Context: an optimization exercise on an open-source flow, tuned for small area. The choices shown serve that exercise and are no tape-out recipe. In this exercise RTL edits were held to simulation tests only and were not proved equivalent to the original. Power figures rest on the tool's default switching activity, not on a simulated workload.

Design menu, start of the top module:
module menu(CLOCK_50, LEDG, LEDR, KEY, SW, HEX0, HEX1, HEX2, HEX3, HEX4, HEX5, HEX6, HEX7, reset);
Size in the first run: ~15000 um^2 of cells after synthesis.
Settings: LEC_CHECK=0, ABC_AREA=1, CAP_MARGIN=20, CORE_MARGIN=2, CORE_UTILIZATION=40, CTS_CLUSTER_DIAMETER=150, CTS_CLUSTER_SIZE=22, SLEW_MARGIN=20; clock period 25.0 ns.
standard.sh (not shown) runs the stock make flow with config.mk's settings and CLKGATE_MAP_FILE= SYNTH_SCRIPT=/design/flow/synth_recipe.tcl, a recipe that flattens the netlist after the stock synthesis.
==> flow/flow/run.sh <==
#!/bin/bash
# The standard layout, except: after the standard synthesis the combinational
# logic is re-mapped for area (OpenROAD restructure) and gates left sized up
# are put back to drive 1 (the resizer sizes up again where slew or load needs
# it); the port buffers use the smallest buffer cell.
set -e
here=$(pwd)
export BUFFER_PORTS_ARGS="-buffer_cell sky130_fd_sc_hd__buf_1"
bash standard.sh synth > standard_synth.log 2>&1
res=$(dirname $(ls orfs/results/*/*/*/1_synth.odb))
lib=$here/restructure_lib.lib
python3 flow/libfilter.py $FLOW_HOME/platforms/sky130hd/lib/sky130_fd_sc_hd__tt_025C_1v80.lib $lib > libfilter.log 2>&1
mkdir -p restructure_work
sed -e "s#@LIB@#$lib#g" -e "s#@ODB@#$here/$res/1_synth.odb#g" -e "s#@SDC@#$here/$res/1_synth.sdc#g" \
    -e "s#@WORK@#$here/restructure_work#g" flow/restructure.tcl > restructure_run.tcl
openroad -no_init -exit restructure_run.tcl > restructure.log 2>&1
sed -e "s#@ODB@#$here/$res/1_synth.odb#" flow/downsize.tcl > downsize_run.tcl
openroad -no_init -exit downsize_run.tcl > downsize.log 2>&1
bash standard.sh > standard.log 2>&1
Other scripts of this flow, unchanged in this note and not shown: flow/flow/downsize.tcl, flow/flow/libfilter.py, flow/flow/restructure.tcl
Change:
--- a/flow/design.v
+++ b/flow/design.v
@@ -219,30 +219,32 @@
 	dig5 = w_ge5 ? 4'd5 : {1'b0, wt_n};
 	dig0 = ho_n;
 	dig1 = hs_ge5 ? 4'd5 : {1'b0, ht_n};
 	LEDR = d_ledr; LEDG = d_ledg;
 	HEX0 = d_hex0; HEX1 = d_hex1; HEX2 = d_hex2; HEX3 = d_hex3;
 	HEX4 = d_hex4; HEX5 = d_hex5; HEX6 = d_hex6; HEX7 = d_hex7;
 end
 assign hv_t = {5'd0, sel_prev ? ht : ht_n};
 assign hv_o = sel_prev ? ho : ho_n;
+always @(posedge CLOCK_50)
+	if (toggle) begin
+		k0 <= KEY[0]; k1 <= KEY[1]; k2 <= KEY[2];
+	end
 always @(posedge CLOCK_50) begin
 	if (reset) begin
 		clk_wall <= 0; wall_move <= 0; winc <= 0; clkrng <= 0;
 		visit <= 0; choose_wall <= 0;
 		js <= 0; clk_s <= 0; clk_l <= 0;
 		loss <= 0;
 		wt <= 0; wo <= 0;
 		ht <= 0; ho <= 0;
-		k0 <= 1; k1 <= 1; k2 <= 1;
 		on <= 0;
 	end else if (toggle) begin
-		k0 <= KEY[0]; k1 <= KEY[1]; k2 <= KEY[2];
 		on <= 1;
 		if (on) begin
 			clk_wall <= clk_wall_n; wall_move <= wall_move_n; winc <= winc_n; clkrng <= clkrng_n;
 			visit <= visit_n; choose_wall <= choose_wall_n;
 			js <= js_n; clk_s <= clk_s_n; clk_l <= clk_l_n;
 			loss <= loss_n;
 			wt <= wt_n; wo <= wo_n;
 			ht <= ht_n; ho <= ho_n;
 		end
@@ -352,28 +354,30 @@
 	dig1 = hs2 > 9 ? 4'd9 : hs2[3:0];
 	LEDR = 0;
 	for (i = 0; i < 18; i = i + 1)
 		if (T == i) LEDR[i] = 1;
 	for (i = 0; i < 8; i = i + 1)
 		LEDG[7-i] = (gcode_n >= 1 && gcode_n <= 8 && i < gcode_n) || (gcode_n >= 9 && i + 8 >= gcode_n);
 	Tload = on ? T_n : T;
 end
 assign hs_view = sel_prev ? hs : hs_n;
+always @(posedge CLOCK_50)
+	if (toggle) begin
+		k0 <= KEY[0]; k1 <= KEY[1];
+		swb <= (Tload < 18) ? SW[Tload] : 1'b0;
+	end
 always @(posedge CLOCK_50) begin
 	if (reset) begin
 		Q <= 0; incl <= 0; T <= 18; lit <= 0; nxt <= 0; win <= 0;
 		winnum <= 0; hs <= 0; winnum2 <= 0; hs2 <= 0;
 		R <= 0; S <= 0; fast <= 0; gcode <= 0;
-		k0 <= 1; k1 <= 1; swb <= 0;
 		on <= 0;
 	end else if (toggle) begin
-		k0 <= KEY[0]; k1 <= KEY[1];
-		swb <= (Tload < 18) ? SW[Tload] : 1'b0;
 		on <= 1;
 		if (on) begin
 			Q <= Q_n; incl <= incl_n; T <= T_n; lit <= lit_n; nxt <= nxt_n; win <= win_n;
 			winnum <= winnum_n; hs <= hs_n; winnum2 <= winnum2_n; hs2 <= hs2_n;
 			R <= R_n; S <= S_n; fast <= fast_n; gcode <= gcode_n;
 		end
 	end
 end
 endmodule
Outcome:
- The new run completed with no timing, DRC or antenna violations
- final area went down by 0.61%
- setup slack improves by 0.41 ns
- via count fell by 1.7%
- worst hold slack stays flat
- clock power stays flat
- non-clock buffer count increases by 4
- fmax is higher by 4.3%

==> static timing again, ports no longer ideal <==
How much do the figures lean on ideal ports? The routed layouts below were timed once more, with nothing changed but the port constraints.
Step 1 sets driving cells, clkbuf_16 on the clock port and buf_2 on the other inputs (assumed; they add their load-dependent delay and slew).
Step 2, shift: input delay + t, output delay - t, t = (earliest + latest rising clock arrival at the registers) / 2. This alone moves slack from input paths to output paths.
a / b / c = ideal ports / drivers / drivers and shift; a / b = the first two.
| run | t, ns | setup WS [ns] | worst hold slack (ns) | cell pins on the clock port's net |
|---|---|---|---|---|
| the first run | 0.569 | 15.022 / 15.022 / 15.022 | 0.458 / 0.458 / 0.458 | 1 |
| the second run | 0.572 | 15.433 / 15.433 / 15.433 | 0.459 / 0.459 / 0.459 | 1 |
After both steps every run listed still meets setup and hold.
